What follows belongs to an exercise in optimizing a design on an open flow for small area; a production flow would make more cautious choices.
At most, simulation tests tie the RTL to the original design; equivalence was not proved.
Power is estimated from default activity; no workload was simulated.

Setup of run A:
==> flow/design.v (excerpt) <==
module main(
    input  clk,
    input  reset_n,
    input  [3:0] usr_btn,
    input [3:0] usr_sw,
    output [11:0] player_x,
    output [11:0] player_y,
    output [11:0] computer_x,
    output [11:0] computer_y,
    output [11:0] ball_x,
    output [11:0] ball_y,
    output reg [2:0] player_score,
    output reg [2:0] computer_score,
    output reg [1:0] state
    );
Size in the first run: about 290 flip-flops, about 90 I/O pins.
Settings: LEC_CHECK=0, CAP_MARGIN=20, CORE_MARGIN=2, CORE_UTILIZATION=85, CTS_BUF_LIST=sky130_fd_sc_hd__clkbuf_4, CTS_CLUSTER_DIAMETER=35, CTS_CLUSTER_SIZE=10, SLEW_MARGIN=20; clock period 10.0 ns.
standard.sh (not shown) runs the stock make flow with config.mk's settings and CLKGATE_MAP_FILE= SYNTH_SCRIPT=/design/flow/synth_recipe.tcl, a recipe that flattens the netlist after the stock synthesis.
==> flow/flow/run.sh <==
#!/bin/bash
# Layout flow: the standard ORFS flow (standard.sh) with these changes:
#  - synthesis maps the logic with an area-oriented ABC script (flow/abc_area.script);
#    everything before ABC, and so every register, is as in the standard synthesis
#  - the port buffers that placement adds are the smallest buffer, buf_1
#  - clock tree synthesis inserts no dummy loads (clock buffers, clustering as in config.mk)
set -euo pipefail
here=$(pwd)
rm -rf "$here/scripts"
cp -r "$FLOW_HOME/scripts" "$here/scripts"
cp "$here/flow/abc_area.script" "$here/scripts/abc_area.script"
export SCRIPTS_DIR="$here/scripts"
export ABC_AREA=1
export BUFFER_PORTS_ARGS="-buffer_cell sky130_fd_sc_hd__buf_1"
export CTS_ARGS="-sink_clustering_enable -repair_clock_nets -dont_use_dummy_load -sink_clustering_size 10 -sink_clustering_max_diameter 35 -buf_list sky130_fd_sc_hd__clkbuf_4"
bash standard.sh > "$here/standard.log" 2>&1
==> flow/flow/abc_area.script <==
strash
&get -n
&deepsyn -T 60
&put
dch -f
amap
strash
dch -f
amap
topo
stime -c
Setup changes, run A to run B
- CORE_UTILIZATION: 85 -> 70
--- a/flow/flow/run.sh
+++ b/flow/flow/run.sh
@@ -3,2 +3,3 @@
-#  - synthesis maps the logic with an area-oriented ABC script (flow/abc_area.script);
-#    everything before ABC, and so every register, is as in the standard synthesis
+#  - synthesis leaves the adders to ABC (no separate full/half-adder cell mapping) and
+#    maps the logic with an area-oriented ABC script (flow/abc_area.script); only the
+#    combinational mapping differs from the standard synthesis, so every register is as there
@@ -6,0 +8 @@
+#  - the constant outputs share one tie cell instead of one tie cell each
@@ -13,0 +16 @@
+export ADDER_MAP_FILE=
@@ -14,0 +18 @@
+export SKIP_REPAIR_TIE_FANOUT=1
--- outcome ---
Shortest clock period the worst path allows after layout in run B vs run A: down 2.46 ns. The cell area after placement reported for run B is smaller than that of run A by 5.6%. Changes observed in run B relative to run A: sequential group share of total power saw an increase; synthesized cell count rose by 42%. Looking only at post-route non-filler standard cell count, and setting everything else aside, the lower value of run A and run B goes to run A. Run B: global placement routability congestion higher than run A. Run B vs run A: post-layout total power down by a little under 10%. As far as I/O pin count goes, run B and run A are indistinguishable; the numbers are identical.
#### Input delta (run C over run B)
- a change of CORE_UTILIZATION from 70 to 85
- a change of CTS_CLUSTER_DIAMETER from 35 to 50
- a change of CTS_BUF_LIST from sky130_fd_sc_hd__clkbuf_4 to sky130_fd_sc_hd__clkbuf_8
- a change of CTS_CLUSTER_SIZE from 10 to 16
--- a/flow/flow/run.sh
+++ b/flow/flow/run.sh
@@ -3,3 +3,2 @@
-#  - synthesis leaves the adders to ABC (no separate full/half-adder cell mapping) and
-#    maps the logic with an area-oriented ABC script (flow/abc_area.script); only the
-#    combinational mapping differs from the standard synthesis, so every register is as there
+#  - synthesis maps the logic with an area-oriented ABC script (flow/abc_area.script);
+#    everything before ABC, and so every register, is as in the standard synthesis
@@ -8 +6,0 @@
-#  - the constant outputs share one tie cell instead of one tie cell each
@@ -16 +13,0 @@
-export ADDER_MAP_FILE=
==> comparison <==
Run C: done, clean on timing, DRC and antenna
Of the two values seen for timing endpoint of the critical path, npcs.hpos[14]$_SDFF_PP0_ was produced by run C and npcs.vpos[19]$_SDFF_PP0_ by run B.
From run B to run C the numbers moved as follows: final wirelength went down about 7%; length of routed wiring on met1 went down 2700 um; total power went up about 11%; via count went down 3617; growth of design area from synthesis to finish went up 0.17 points.
Input changes introduced in run D (baseline for comparison: run C):
- swapping 16 for 10 in CTS_CLUSTER_SIZE
- swapping 50 for 35 in CTS_CLUSTER_DIAMETER
- swapping sky130_fd_sc_hd__clkbuf_8 for sky130_fd_sc_hd__clkbuf_4 in CTS_BUF_LIST
--- a/flow/flow/run.sh
+++ b/flow/flow/run.sh
@@ -6,0 +7 @@
+#  - the constant outputs share one tie cell instead of one tie cell each
## What came out
Re post-route fraction of the period consumed by the critical path: no difference whatsoever between run D and run C.
From run C to run D, site row count did not move at all.
Comparing run D against run C, there is no change at all in total vias in the final route.
Re area added between synthesis and finish: no difference whatsoever between run D and run C.
From run D to run C, hold slack did not move at all.
Synthesized area: run D vs run C identical
Run C -> run D: overall routing resource usage delta 0, exact match
Sequential cell count of the final layout came out exactly the same in run C and run D.
| power | run D vs run C | ≈ equal |
Re maximum frequency: no difference whatsoever between run D and run C.
Run D -> run C: clock buffer count delta 0, exact match


main, a different RTL version from the one above (not shown whole).
For scale: ~1400 cells after synthesis, ~290 flip-flops, ~90 I/O pins, about 16000 µm² of cells after synthesis.
==> flow/config.mk <==
export PLATFORM = sky130hd
export DESIGN_NAME = main
export DESIGN_NICKNAME = main
export VERILOG_FILES = /design/flow/design.v
export SDC_FILE = /design/flow/constraint.sdc
export NUM_CORES = 4
export LEC_CHECK = 0
export CAP_MARGIN = 20
export CORE_MARGIN = 2
export CORE_UTILIZATION = 85
export CTS_BUF_LIST = sky130_fd_sc_hd__clkbuf_8
export CTS_CLUSTER_DIAMETER = 50
export CTS_CLUSTER_SIZE = 16
export SLEW_MARGIN = 20
==> flow/constraint.sdc <==
create_clock -name core_clock -period 10.0 [get_ports {clk}]
set_input_delay 2.0000 -clock core_clock [delete_from_list [all_inputs] [get_ports {clk}]]
set_output_delay 2.0000 -clock core_clock [all_outputs]
set_load 0.01 [all_outputs]
==> flow/flow/run.sh <==
#!/bin/bash
# Layout flow: the standard ORFS flow (standard.sh) with these changes:
#  - synthesis maps the logic with an area-oriented ABC script (flow/abc_area.script);
#    everything before ABC, and so every register, is as in the standard synthesis
#  - the port buffers that placement adds are the smallest buffer, buf_1
#  - clock tree synthesis inserts no dummy loads (clock buffers, clustering as in config.mk)
set -euo pipefail
here=$(pwd)
rm -rf "$here/scripts"
cp -r "$FLOW_HOME/scripts" "$here/scripts"
cp "$here/flow/abc_area.script" "$here/scripts/abc_area.script"
export SCRIPTS_DIR="$here/scripts"
export ABC_AREA=1
export BUFFER_PORTS_ARGS="-buffer_cell sky130_fd_sc_hd__buf_1"
export CTS_ARGS="-sink_clustering_enable -repair_clock_nets -dont_use_dummy_load -sink_clustering_size 16 -sink_clustering_max_diameter 50 -buf_list sky130_fd_sc_hd__clkbuf_8"
bash standard.sh > "$here/standard.log" 2>&1
==> flow/flow/abc_area.script <==
strash
&get -n
&deepsyn -T 60
&put
dch -f
amap
topo
stime -c
The baseline produced a clean layout.
Then changed:
--- a/flow/flow/run.sh
+++ b/flow/flow/run.sh
@@ -14,3 +14,3 @@
 export BUFFER_PORTS_ARGS="-buffer_cell sky130_fd_sc_hd__buf_1"
-export CTS_ARGS="-sink_clustering_enable -repair_clock_nets -dont_use_dummy_load -sink_clustering_size 16 -sink_clustering_max_diameter 50 -buf_list sky130_fd_sc_hd__clkbuf_8"
+export CTS_ARGS="-sink_clustering_enable -repair_clock_nets -dont_use_dummy_load -sink_clustering_size 30 -sink_clustering_max_diameter 60 -buf_list sky130_fd_sc_hd__clkbuf_16"
 bash standard.sh > "$here/standard.log" 2>&1
=> Die area stays the same. Via count hardly moves. Fmax drops by 0.33%.
Then changed:
--- a/flow/flow/run.sh
+++ b/flow/flow/run.sh
@@ -14,3 +14,3 @@
 export BUFFER_PORTS_ARGS="-buffer_cell sky130_fd_sc_hd__buf_1"
-export CTS_ARGS="-sink_clustering_enable -repair_clock_nets -dont_use_dummy_load -sink_clustering_size 30 -sink_clustering_max_diameter 60 -buf_list sky130_fd_sc_hd__clkbuf_16"
+export CTS_ARGS="-sink_clustering_enable -repair_clock_nets -dont_use_dummy_load -sink_clustering_size 20 -sink_clustering_max_diameter 40 -buf_list sky130_fd_sc_hd__clkbuf_8"
 bash standard.sh > "$here/standard.log" 2>&1
- CORE_UTILIZATION: 85 -> 75
- CTS_CLUSTER_SIZE: 16 -> 25
Synthesized cell count is unchanged. Power is about the same. Critical path depth does not change. Setup slack is better by 71 ps. Clock-buffer cell count increases by 20. Sequential power barely changes. Sequential cell count stays the same. Die area increases by roughly a tenth. Design area increases slightly. Clock skew decreases by 3.4 ps. Sequential share of layout area decreases by 0.33 points.
Then changed:
--- a/flow/flow/run.sh
+++ b/flow/flow/run.sh
@@ -14,3 +14,3 @@
 export BUFFER_PORTS_ARGS="-buffer_cell sky130_fd_sc_hd__buf_1"
-export CTS_ARGS="-sink_clustering_enable -repair_clock_nets -dont_use_dummy_load -sink_clustering_size 20 -sink_clustering_max_diameter 40 -buf_list sky130_fd_sc_hd__clkbuf_8"
+export CTS_ARGS="-sink_clustering_enable -repair_clock_nets -dont_use_dummy_load -sink_clustering_size 10 -sink_clustering_max_diameter 35 -buf_list sky130_fd_sc_hd__clkbuf_4"
 bash standard.sh > "$here/standard.log" 2>&1
- CORE_UTILIZATION: 75 -> 85
- CTS_CLUSTER_SIZE: 25 -> 16
Clock-buffer cell count climbs by 5.
Routed wire length came out higher by 11%.
Register-to-register slack gets worse by 110 ps.
Worst setup slack loses 110 ps.


Another version of the RTL of main (not shown whole).
Size in the first run: roughly 1500 cells after synthesis, about 300 flip-flops, ~90 I/O pins, ~16000 um2 of cells after synthesis.
clock: 10.0 ns
lec_check: 0
cap_margin: 0
core_margin: 2
core_utilization: 75
cts_buf_list: sky130_fd_sc_hd__clkbuf_8
cts_cluster_diameter: 50
cts_cluster_size: 25
slew_margin: 0
==> flow/flow/run.sh <==
#!/bin/bash
# Layout flow: the standard ORFS flow (standard.sh) with two changes:
#  - synthesis maps the logic with an area-oriented ABC script (flow/abc_area.script);
#    everything before ABC, and so every register, is as in the standard synthesis
#  - the port buffers that placement adds are the smallest buffer, buf_1
set -euo pipefail
here=$(pwd)
rm -rf "$here/scripts"
cp -r "$FLOW_HOME/scripts" "$here/scripts"
cp "$here/flow/abc_area.script" "$here/scripts/abc_area.script"
export SCRIPTS_DIR="$here/scripts"
export ABC_AREA=1
export BUFFER_PORTS_ARGS="-buffer_cell sky130_fd_sc_hd__buf_1"
bash standard.sh > "$here/standard.log" 2>&1
Scripts as last shown in full above: flow/flow/abc_area.script
Next try:
--- a/flow/config.mk
+++ b/flow/config.mk
@@ -8 +8 @@
-export CAP_MARGIN = 0
+export CAP_MARGIN = 20
@@ -14 +14 @@
-export SLEW_MARGIN = 0
+export SLEW_MARGIN = 20
Design area stays the same.
Synthesized cell count is unchanged.
Worst setup slack is unchanged.
Synthesized area is unchanged.
Cell count does not change.
First-iteration DRC count does not change.
Flip-flop and latch count does not change.
Routed wire length does not change.


lane 1:
RTL: one of the versions met above, not the one the previous note started from.
Size: ~1400 cells after synthesis, roughly 90 I/O pins, ~16000 µm² of cells after synthesis.
clock: 10.0 ns
lec_check: 0
cap_margin: 20
core_margin: 2
core_utilization: 75
cts_buf_list: sky130_fd_sc_hd__clkbuf_8
cts_cluster_diameter: 50
cts_cluster_size: 16
slew_margin: 20
==> flow/flow/run.sh <==
#!/bin/bash
# Layout flow: the standard ORFS flow (standard.sh) with these changes:
#  - synthesis maps the logic with an area-oriented ABC script (flow/abc_area.script);
#    everything before ABC, and so every register, is as in the standard synthesis
#  - the port buffers that placement adds are the smallest buffer, buf_1
#  - clock tree synthesis inserts no dummy loads (clock buffers, clustering as in config.mk)
set -euo pipefail
here=$(pwd)
rm -rf "$here/scripts"
cp -r "$FLOW_HOME/scripts" "$here/scripts"
cp "$here/flow/abc_area.script" "$here/scripts/abc_area.script"
export SCRIPTS_DIR="$here/scripts"
export ABC_AREA=1
export BUFFER_PORTS_ARGS="-buffer_cell sky130_fd_sc_hd__buf_1"
export CTS_ARGS="-sink_clustering_enable -repair_clock_nets -dont_use_dummy_load -sink_clustering_size 16 -sink_clustering_max_diameter 50 -buf_list sky130_fd_sc_hd__clkbuf_8"
bash standard.sh > "$here/standard.log" 2>&1
Scripts as last shown in full above: flow/flow/abc_area.script
Modified inputs, lane 2 compared to lane 1
diff --git a/flow/flow/run.sh b/flow/flow/run.sh
--- a/flow/flow/run.sh
+++ b/flow/flow/run.sh
@@ -14,3 +14,3 @@
 export BUFFER_PORTS_ARGS="-buffer_cell sky130_fd_sc_hd__buf_1"
-export CTS_ARGS="-sink_clustering_enable -repair_clock_nets -dont_use_dummy_load -sink_clustering_size 16 -sink_clustering_max_diameter 50 -buf_list sky130_fd_sc_hd__clkbuf_8"
+export CTS_ARGS="-sink_clustering_enable -repair_clock_nets -dont_use_dummy_load -sink_clustering_size 18 -sink_clustering_max_diameter 50 -buf_list sky130_fd_sc_hd__clkbuf_8"
 bash standard.sh > "$here/standard.log" 2>&1
diff --git a/flow/config.mk b/flow/config.mk
--- a/flow/config.mk
+++ b/flow/config.mk
@@ -9,3 +9,3 @@
 export CORE_MARGIN = 2
-export CORE_UTILIZATION = 75
+export CORE_UTILIZATION = 80
 export CTS_BUF_LIST = sky130_fd_sc_hd__clkbuf_8
==> results.txt <==
For layout-stage area growth over the synthesis result, lane 1 and lane 2 come out practically identical. Worst-case setup margin in the final layout ended up 0.012 ns lower on lane 2 than on lane 1. In the reports for lane 2 and lane 1, the larger non-clock buffer count belongs to lane 1. Lane 2 ends up with higher fraction of layout instances using a drive strength above 1 than lane 1 does. Lower time the final worst path needs with I/O delays and setup was reported by lane 1, not lane 2. Changes observed in lane 2 relative to lane 1: power went up; overall routing resource usage went up.
The following lists how lane 3 was set up differently from lane 2:
diff --git a/flow/flow/run.sh b/flow/flow/run.sh
--- a/flow/flow/run.sh
+++ b/flow/flow/run.sh
@@ -14,3 +14,3 @@
 export BUFFER_PORTS_ARGS="-buffer_cell sky130_fd_sc_hd__buf_1"
-export CTS_ARGS="-sink_clustering_enable -repair_clock_nets -dont_use_dummy_load -sink_clustering_size 18 -sink_clustering_max_diameter 50 -buf_list sky130_fd_sc_hd__clkbuf_8"
+export CTS_ARGS="-sink_clustering_enable -repair_clock_nets -dont_use_dummy_load -sink_clustering_size 16 -sink_clustering_max_diameter 50 -buf_list sky130_fd_sc_hd__clkbuf_8"
 bash standard.sh > "$here/standard.log" 2>&1
diff --git a/flow/config.mk b/flow/config.mk
--- a/flow/config.mk
+++ b/flow/config.mk
@@ -9,6 +9,6 @@
 export CORE_MARGIN = 2
-export CORE_UTILIZATION = 80
+export CORE_UTILIZATION = 75
 export CTS_BUF_LIST = sky130_fd_sc_hd__clkbuf_8
 export CTS_CLUSTER_DIAMETER = 50
-export CTS_CLUSTER_SIZE = 16
+export CTS_CLUSTER_SIZE = 25
 export SLEW_MARGIN = 20
Results
[compare] base=lane 2 new=lane 3: area used by sequential logic in the layout flat; final weighted congestion in routability-driven placement down 0.042. From lane 2 to lane 3 the numbers moved as follows: fraction of met3 tracks used by global routing fell by 0.60 points; critical path depth barely changed; row count +2; H-tree level count closely matched the old numbers. When lane 3 is measured against lane 2, its data arrival at the endpoint of the critical path turns out 0.03 ns higher. Changes observed in lane 3 relative to lane 2: power density normalized to cell area went down 2.3 nW/µm²; leakage component of the power was more or less identical; die area picked up an extra 6.5%. Looking at net switching share of the total power, lane 3 sits 0.58 points lower than lane 2 does.


Another version of the RTL of main (not shown whole).
For scale: about 1800 cells after synthesis, ~90 I/O pins, ~18000 um2 of cells after synthesis.
// main
module main(
    input  clk,
    input  reset_n,
    input  [3:0] usr_btn,
    input [3:0] usr_sw,
    output [11:0] player_x,
    output [11:0] player_y,
    output [11:0] computer_x,
    output [11:0] computer_y,
    output [11:0] ball_x,
    output [11:0] ball_y,
    output reg [2:0] player_score,
    output reg [2:0] computer_score,
    output reg [1:0] state
    );
Settings: LEC_CHECK=0, CAP_MARGIN=20, CORE_MARGIN=2, CORE_UTILIZATION=40, SLEW_MARGIN=20; clock period 10.0 ns.
run.sh (not shown) runs the stock make flow with config.mk's settings and CLKGATE_MAP_FILE= SYNTH_SCRIPT=/design/flow/synth_recipe.tcl, a recipe that flattens the netlist after the stock synthesis.
Stock flow here: none of the scripts above is used.
The baseline went through all stages and came out clean.
Change:
Settings changed: CTS_BUF_LIST from default to sky130_fd_sc_hd__clkbuf_16, CTS_CLUSTER_DIAMETER from default to 80, CTS_CLUSTER_SIZE from default to 40.
- total power came out lower by 1.0%
- synthesized area does not change
- final cell count came out lower by 0.53%
- via count came out lower by 0.36%
- worst hold slack gains 0.0064 ns
- utilization came out lower by 0.11 points
Change:
Settings changed: CTS_BUF_LIST sky130_fd_sc_hd__clkbuf_16 to sky130_fd_sc_hd__clkbuf_8, CTS_CLUSTER_DIAMETER 80 to 60, CTS_CLUSTER_SIZE 40 to 30.
The new run ran to the end with no violations.
Fmax increases by 0.36%.
Synthesized cell count does not change.
Global-route usage decreases by 0.25 points.
Die area is unchanged.
Count of clock-buffer cells in the layout increases by 7.
Sequential share of layout area increases by 0.65 points.
Final area decreases by 2.1%.
Power decreases by 12%.
Non-clock buffer count is unchanged.
Setup slack gets better by 0.035 ns.
Change:
Settings changed: CTS_BUF_LIST sky130_fd_sc_hd__clkbuf_8 to sky130_fd_sc_hd__clkbuf_4, CTS_CLUSTER_DIAMETER 60 to default, CTS_CLUSTER_SIZE 30 to default.
After rerunning: The new run went through all stages and came out clean; global-route usage is higher by 0.63 points; total power increases by 12%; count of clock-buffer cells in the layout grows by 94; clock power goes up by 42%; routed wire length is higher by about 2.2%; sequential share of layout area goes down by 0.73 points; via count climbs by 2.9%; worst setup slack is worse by 0.020 ns.
No functional check of the RTL was part of any run of this note.

static timing again, ports no longer ideal:
In the flow no input, the clock included, has a driving cell. The finished layouts below were timed again as built, in two steps. Step 1 sets driving cells, clkbuf_16 on the clock port and buf_2 on the other inputs (assumed; they add their load-dependent delay and slew). Step 2 moves the port delays by t, midway between the first and last clock arrival at a register: inputs arrive t later, outputs are due t later. That takes back most of the time a late clock gives input paths. Slacks: no drivers / after step 1 / after step 2; pairs: no drivers / after step 1.
run | shift t [ns] | setup WS [ns] | worst hold slack (ns)
run A | 0.684 | 0.344 / 0.344 / 0.344 | 0.426 / 0.426 / 0.426
run B | 0.686 | 2.804 / 2.804 / 2.804 | 0.424 / 0.424 / 0.424
run C | 0.695 | 0.276 / 0.276 / 0.276 | 0.429 / 0.429 / 0.429
run D | 0.695 | 0.276 / 0.276 / 0.276 | 0.429 / 0.429 / 0.429
the first run of note 2 | 0.602 | 0.408 / 0.408 / 0.408 | 0.433 / 0.433 / 0.433
the second run of note 2 | 0.538 | 0.376 / 0.376 / 0.376 | 0.430 / 0.430 / 0.430
the third run of note 2 | 0.553 | 0.447 / 0.447 / 0.447 | 0.441 / 0.441 / 0.441
the fourth run of note 2 | 0.681 | 0.339 / 0.339 / 0.339 | 0.431 / 0.431 / 0.431
the first run of note 3 | 0.647 | 0.542 / 0.542 / 0.542 | 0.430 / 0.430 / 0.430
the second run of note 3 | 0.647 | 0.542 / 0.542 / 0.542 | 0.430 / 0.430 / 0.430
lane 1 | 0.599 | 0.488 / 0.488 / 0.488 | 0.441 / 0.441 / 0.441
lane 2 | 0.614 | 0.476 / 0.476 / 0.476 | 0.448 / 0.448 / 0.448
lane 3 | 0.599 | 0.488 / 0.488 / 0.488 | 0.441 / 0.441 / 0.441
the first run of note 5 | 0.595 | 0.433 / 0.433 / 0.273 | 0.425 / 0.425 / 0.425
the second run of note 5 | 0.617 | 0.418 / 0.418 / 0.309 | 0.432 / 0.432 / 0.432
the third run of note 5 | 0.669 | 0.453 / 0.453 / 0.282 | 0.430 / 0.430 / 0.430
the fourth run of note 5 | 0.825 | 0.432 / 0.432 / 0.256 | 0.432 / 0.432 / 0.432
After both steps every run listed still meets setup and hold. The setup slack of the fourth run of note 5, which loses most, moves by 0.000 ns with the drivers and by -0.176 ns with both steps.
